Background: an optimization exercise with open tools, aiming at small area, a short achievable clock period and few clock cycles. Do not read the settings as production practice.
Where RTL was checked, it was by simulation tests only, not by an equivalence proof against the original.
The flow treats the clock pin as an ideal source. Dropping or thinning the clock tree relies on that and would not hold on a real chip.
Power and IR drop assume default switching activity.

## P
==> module S_Axi_Lite, before the edit <==
module S_Axi_Lite #(
    parameter integer P_S_AXI_DATA_WIDTH = 32,
    parameter integer P_S_AXI_ADDR_WIDTH = 4
)
(
    input  wire                                S_AXI_ACLK,
    input  wire                                S_AXI_ARESETN,
    input  wire [P_S_AXI_ADDR_WIDTH-1 : 0]     S_AXI_AWADDR,
    input  wire [2 : 0]                        S_AXI_AWPROT,
    input  wire                                S_AXI_AWVALID,
    output wire                                S_AXI_AWREADY,
    input  wire [P_S_AXI_DATA_WIDTH-1 : 0]     S_AXI_WDATA,
    input  wire [(P_S_AXI_DATA_WIDTH/8)-1 : 0] S_AXI_WSTRB,
    input  wire                                S_AXI_WVALID,
    output wire                                S_AXI_WREADY,
    output wire [1 : 0]                        S_AXI_BRESP,
    output wire                                S_AXI_BVALID,
    input  wire                                S_AXI_BREADY,
    input  wire [P_S_AXI_ADDR_WIDTH-1 : 0]     S_AXI_ARADDR,
    input  wire [2 : 0]                        S_AXI_ARPROT,
    input  wire                                S_AXI_ARVALID,
    output wire                                S_AXI_ARREADY,
    output wire [P_S_AXI_DATA_WIDTH-1 : 0]     S_AXI_RDATA,
    output wire [1 : 0]                        S_AXI_RRESP,
    output wire                                S_AXI_RVALID,
    input  wire                                S_AXI_RREADY
);
localparam integer DW = P_S_AXI_DATA_WIDTH;
reg       wq_v0;
reg [3:0] wq_h0;
reg [1:0] wq_a1;
reg       r_bvalid, b2;
reg       r_awready, r_wready;
wire wq_v1 = ~r_awready;
wire aw_hs = S_AXI_AWVALID & r_awready;
wire w_hs  = S_AXI_WVALID  & r_wready;
wire b_hs  = r_bvalid      & S_AXI_BREADY;
wire wq_v0_n = wq_v1 | aw_hs | (wq_v0 & ~w_hs);
wire wq_v1_n = ~w_hs & (wq_v1 | (aw_hs & wq_v0));
wire b1_n    = b2 | w_hs | (r_bvalid & ~b_hs);
wire b2_n    = ~b_hs & (b2 | (r_bvalid & w_hs));
wire wq_ld   = ~wq_v0 | w_hs;              
always @(posedge S_AXI_ACLK) begin
    if (~S_AXI_ARESETN) begin
        wq_v0     <= 1'b0;
        r_awready <= 1'b1;
        r_wready  <= 1'b0;
        r_bvalid  <= 1'b0;
        b2        <= 1'b0;
    end else begin
        wq_v0     <= wq_v0_n;
        r_awready <= ~wq_v1_n;
        r_wready  <= wq_v0_n & ~b2_n;
        r_bvalid  <= b1_n;
        b2        <= b2_n;
    end
end
always @(posedge S_AXI_ACLK) begin
    if (r_awready)
        wq_a1 <= S_AXI_AWADDR[1:0];
    wq_h0 <= ({4{wq_ld}} & (4'b0001 << (wq_v1 ? wq_a1 : S_AXI_AWADDR[1:0]))) |
             ({4{~wq_ld}} & wq_h0);
end
reg [DW-1:0] r_reg0, r_reg1, r_reg2, r_reg3;
reg [3:0]    rv;
wire [3:0] we = {4{w_hs}} & wq_h0;
always @(posedge S_AXI_ACLK) begin
    if (~S_AXI_ARESETN)
        rv <= 4'd0;
    else
        rv <= rv | we;
end
always @(posedge S_AXI_ACLK) begin
    if (we[0]) r_reg0 <= S_AXI_WDATA;
    if (we[1]) r_reg1 <= S_AXI_WDATA;
    if (we[2]) r_reg2 <= S_AXI_WDATA;
    if (we[3]) r_reg3 <= S_AXI_WDATA;
end
reg       rq_v0;
reg [3:0] rq_h0;                           
reg [1:0] rq_a1;
reg       r_arready, r_rvalid;
reg [DW-1:0] r_rdata;
wire rq_v1 = ~r_arready;
wire ar_hs = S_AXI_ARVALID & r_arready;
wire r_adv = ~r_rvalid | S_AXI_RREADY;    
wire r_mv  = rq_v0 & r_adv;
wire rq_v0_n = rq_v1 | ar_hs | (rq_v0 & ~r_mv);
wire rq_v1_n = ~r_mv & (rq_v1 | (ar_hs & rq_v0));
wire rq_ld   = ~rq_v0 | r_mv;              
always @(posedge S_AXI_ACLK) begin
    if (~S_AXI_ARESETN) begin
        rq_v0     <= 1'b0;
        r_arready <= 1'b1;
        r_rvalid  <= 1'b0;
    end else begin
        rq_v0     <= rq_v0_n;
        r_arready <= ~rq_v1_n;
        r_rvalid  <= r_mv | ~r_adv;
    end
end
always @(posedge S_AXI_ACLK) begin
    if (r_arready)
        rq_a1 <= S_AXI_ARADDR[1:0];
    rq_h0 <= ({4{rq_ld}} & (4'b0001 << (rq_v1 ? rq_a1 : S_AXI_ARADDR[1:0]))) |
             ({4{~rq_ld}} & rq_h0);
end
wire [3:0] rsel = rv & rq_h0;
wire [3:0] rld  = rsel & {4{r_adv}};
wire       rhld = ~r_adv;
always @(posedge S_AXI_ACLK) begin
    r_rdata <= ({DW{rld[0]}} & r_reg0) | ({DW{rld[1]}} & r_reg1) |
               ({DW{rld[2]}} & r_reg2) | ({DW{rld[3]}} & r_reg3) |
               ({DW{rhld}}   & r_rdata);
end
assign S_AXI_AWREADY = r_awready;
assign S_AXI_WREADY  = r_wready;
assign S_AXI_BVALID  = r_bvalid;
assign S_AXI_BRESP   = 2'b00;
assign S_AXI_ARREADY = r_arready;
assign S_AXI_RVALID  = r_rvalid;
assign S_AXI_RDATA   = r_rdata;
assign S_AXI_RRESP   = 2'b00;
endmodule
==> flow/config.mk <==
export PLATFORM = sky130hd
export DESIGN_NAME = S_Axi_Lite
export DESIGN_NICKNAME = S_Axi_Lite
export VERILOG_FILES = /design/flow/design.v
export SDC_FILE = /design/flow/constraint.sdc
export NUM_CORES = 4
export LEC_CHECK = 0
export CAP_MARGIN = 20
export CORE_MARGIN = 2
export CORE_UTILIZATION = 60
export SETUP_SLACK_MARGIN = 2.35
export SLEW_MARGIN = 20
==> flow/constraint.sdc <==
create_clock -name core_clock -period 4.0 [get_ports {S_AXI_ACLK}]
set_input_delay 0.8000 -clock core_clock [delete_from_list [all_inputs] [get_ports {S_AXI_ACLK}]]
set_output_delay 0.8000 -clock core_clock [all_outputs]
set_load 0.01 [all_outputs]
standard.sh (not shown) runs the stock make flow with config.mk's settings and CLKGATE_MAP_FILE= SYNTH_SCRIPT=/design/flow/synth_recipe.tcl, a recipe that flattens the netlist after the stock synthesis.
==> flow/flow/run.sh <==
#!/bin/bash
# Own layout flow: the standard synthesis (standard.sh synth, unchanged),
# then the gates between the registers re-mapped for area (remap.sh; registers
# untouched, equivalence checked), then the standard layout steps with
# minimum-size port buffers and a two-level clock tree: the clock port drives
# four clkbuf_16, which drive eight clkbuf_16, each feeding one placement
# cluster of registers (mytree.tcl).
set -euo pipefail
W=$PWD
F=$W/flow
R=$W/orfs/results/sky130hd/S_Axi_Lite/base
mkdir -p "$W/remap"
bash standard.sh synth > "$W/synth.log" 2>&1
cp "$R/1_2_yosys.v" "$W/remap/std_synth.v"
bash "$F/remap.sh" "$W/remap/std_synth.v" "$W/remap/remapped.v" "$W/remap" > "$W/remap.log" 2>&1
cp "$W/remap/remapped.v" "$R/1_2_yosys.v"
rm -f "$R/1_synth.odb" "$R/1_synth.sdc"
export BUFFER_PORTS_ARGS="-buffer_cell sky130_fd_sc_hd__buf_1"
export PRE_CTS_TCL="$F/pre_cts.tcl"
bash standard.sh > "$W/layout.log" 2>&1
Other scripts of this flow, unchanged in this note and not shown: flow/flow/mytree.tcl, flow/flow/pre_cts.tcl, flow/flow/remap.sh, flow/flow/scripts.abc
Testbench counts of P, summed over its fixed seeds: cycles 784.
Changes in Q relative to P:
-- flow/design.v --
<<< P, line 32
reg       r_bvalid, b2;
reg       r_awready, r_wready;
wire wq_v1 = ~r_awready;
wire aw_hs = S_AXI_AWVALID & r_awready;
>>> Q, line 32
reg       r_bvalid, b2;
reg       r_awready, r_wready;
reg [3:0] wsel;                            
wire wq_v1 = ~r_awready;
wire aw_hs = S_AXI_AWVALID & r_awready;
<<< P, line 41
wire b2_n    = ~b_hs & (b2 | (r_bvalid & w_hs));
wire wq_ld   = ~wq_v0 | w_hs;              
always @(posedge S_AXI_ACLK) begin
    if (~S_AXI_ARESETN) begin
>>> Q, line 42
wire b2_n    = ~b_hs & (b2 | (r_bvalid & w_hs));
wire wq_ld   = ~wq_v0 | w_hs;              
wire [3:0] wq_h0_n = wq_ld ? (4'b0001 << (wq_v1 ? wq_a1 : S_AXI_AWADDR[1:0])) : wq_h0;
wire       wready_n = wq_v0_n & ~b2_n;
always @(posedge S_AXI_ACLK) begin
    if (~S_AXI_ARESETN) begin
<<< P, line 46
        r_awready <= 1'b1;
        r_wready  <= 1'b0;
        r_bvalid  <= 1'b0;
        b2        <= 1'b0;
>>> Q, line 49
        r_awready <= 1'b1;
        r_wready  <= 1'b0;
        wsel      <= 4'd0;
        r_bvalid  <= 1'b0;
        b2        <= 1'b0;
<<< P, line 51
        wq_v0     <= wq_v0_n;
        r_awready <= ~wq_v1_n;
        r_wready  <= wq_v0_n & ~b2_n;
        r_bvalid  <= b1_n;
        b2        <= b2_n;
>>> Q, line 55
        wq_v0     <= wq_v0_n;
        r_awready <= ~wq_v1_n;
        r_wready  <= wready_n;
        wsel      <= {4{wready_n}} & wq_h0_n;
        r_bvalid  <= b1_n;
        b2        <= b2_n;
<<< P, line 59
    if (r_awready)
        wq_a1 <= S_AXI_AWADDR[1:0];
    wq_h0 <= ({4{wq_ld}} & (4'b0001 << (wq_v1 ? wq_a1 : S_AXI_AWADDR[1:0]))) |
             ({4{~wq_ld}} & wq_h0);
end
reg [DW-1:0] r_reg0, r_reg1, r_reg2, r_reg3;
reg [3:0]    rv;
wire [3:0] we = {4{w_hs}} & wq_h0;
always @(posedge S_AXI_ACLK) begin
    if (~S_AXI_ARESETN)
        rv <= 4'd0;
    else
        rv <= rv | we;
end
always @(posedge S_AXI_ACLK) begin
    if (we[0]) r_reg0 <= S_AXI_WDATA;
>>> Q, line 64
    if (r_awready)
        wq_a1 <= S_AXI_AWADDR[1:0];
    wq_h0 <= wq_h0_n;
end
reg [DW-1:0] r_reg0, r_reg1, r_reg2, r_reg3;
reg [3:0]    rv;
wire [3:0] we = {4{S_AXI_WVALID}} & wsel;
wire [3:0] rv_n = {4{S_AXI_ARESETN}} & (rv | we);
always @(posedge S_AXI_ACLK)
    rv <= rv_n;
always @(posedge S_AXI_ACLK) begin
    if (we[0]) r_reg0 <= S_AXI_WDATA;
<<< P, line 78
end
reg       rq_v0;
reg [3:0] rq_h0;                           
reg [1:0] rq_a1;
reg       r_arready, r_rvalid;
>>> Q, line 79
end
reg       rq_v0;
reg [3:0] rq_h0;
reg [1:0] rq_a1;
reg       r_arready, r_rvalid;
<<< P, line 103
    if (r_arready)
        rq_a1 <= S_AXI_ARADDR[1:0];
    rq_h0 <= ({4{rq_ld}} & (4'b0001 << (rq_v1 ? rq_a1 : S_AXI_ARADDR[1:0]))) |
             ({4{~rq_ld}} & rq_h0);
end
wire [3:0] rsel = rv & rq_h0;
wire [3:0] rld  = rsel & {4{r_adv}};
wire       rhld = ~r_adv;
>>> Q, line 104
    if (r_arready)
        rq_a1 <= S_AXI_ARADDR[1:0];
    rq_h0 <= ({4{rq_ld}} & (4'b0001 << (rq_v1 ? rq_a1 : S_AXI_ARADDR[1:0])) & rv_n) |
             ({4{~rq_ld}} & rq_h0);
end
wire [3:0] rsel = rq_h0;
wire [3:0] rld  = rsel & {4{r_adv}};
wire       rhld = ~r_adv;
Results
- Diff P and Q: chip height higher in Q
- P ended up with r_rdata[13]$_DFF_P_ as its first element of the critical path; Q ended up with r_rdata[1]$_DFF_P_.
- Q ended up with more standard cells than P.
- The final area of Q exceeds that of P by 210 um^2.
- Going from P to Q, fraction of power consumed by the clock network +0.2 points, internal power component +0.66%, final period demand of the worst path +0.014 ns.
- Relative to P, the number of vias after detailed routing of Q is higher by 142.
- Across both runs, overall power consumption was higher for Q than for P.
- The faster design of the two is P; Q tops out lower.
- Q ends up with a die area that is about 1.4% higher than in P.
- Taking P as the reference, in Q final cycle utilization of the critical path rose by 0.35 points, share of the core filled with cells -0.18 points.
The RTL of Q was laid out without a check of its function. In every run of this note, the design's own scripts or RTL, not TritonCTS, make the clock network.

[separate check: timing with driven ports]
The flow's constraints put no driver on any port. The routed layouts listed below were extracted and timed again, unchanged, in two steps. Step 1: set_driving_cell puts a clkbuf_16 on S_AXI_ACLK and a buf_2 on each other input, an assumption about the parent block. Step 2, shift: input delay + t, output delay - t, t = (earliest + latest rising clock arrival at the registers) / 2. This alone moves slack from input paths to output paths. Three values: no drivers, after step 1, after step 2; two values: the first two.
| run | t, ns | slack for setup (ns) | worst data-port slew with drivers (ns) |
|---|---|---|---|
| P | 0.367 | 2.389 / 2.302 / 2.099 | 0.05 |
| Q | 0.358 | 2.375 / 2.293 / 2.135 | 0.06 |
After both steps every run listed still meets setup and hold. For P, which loses most, drivers alone change the setup slack by -0.087 ns; drivers and shift together by -0.290 ns.
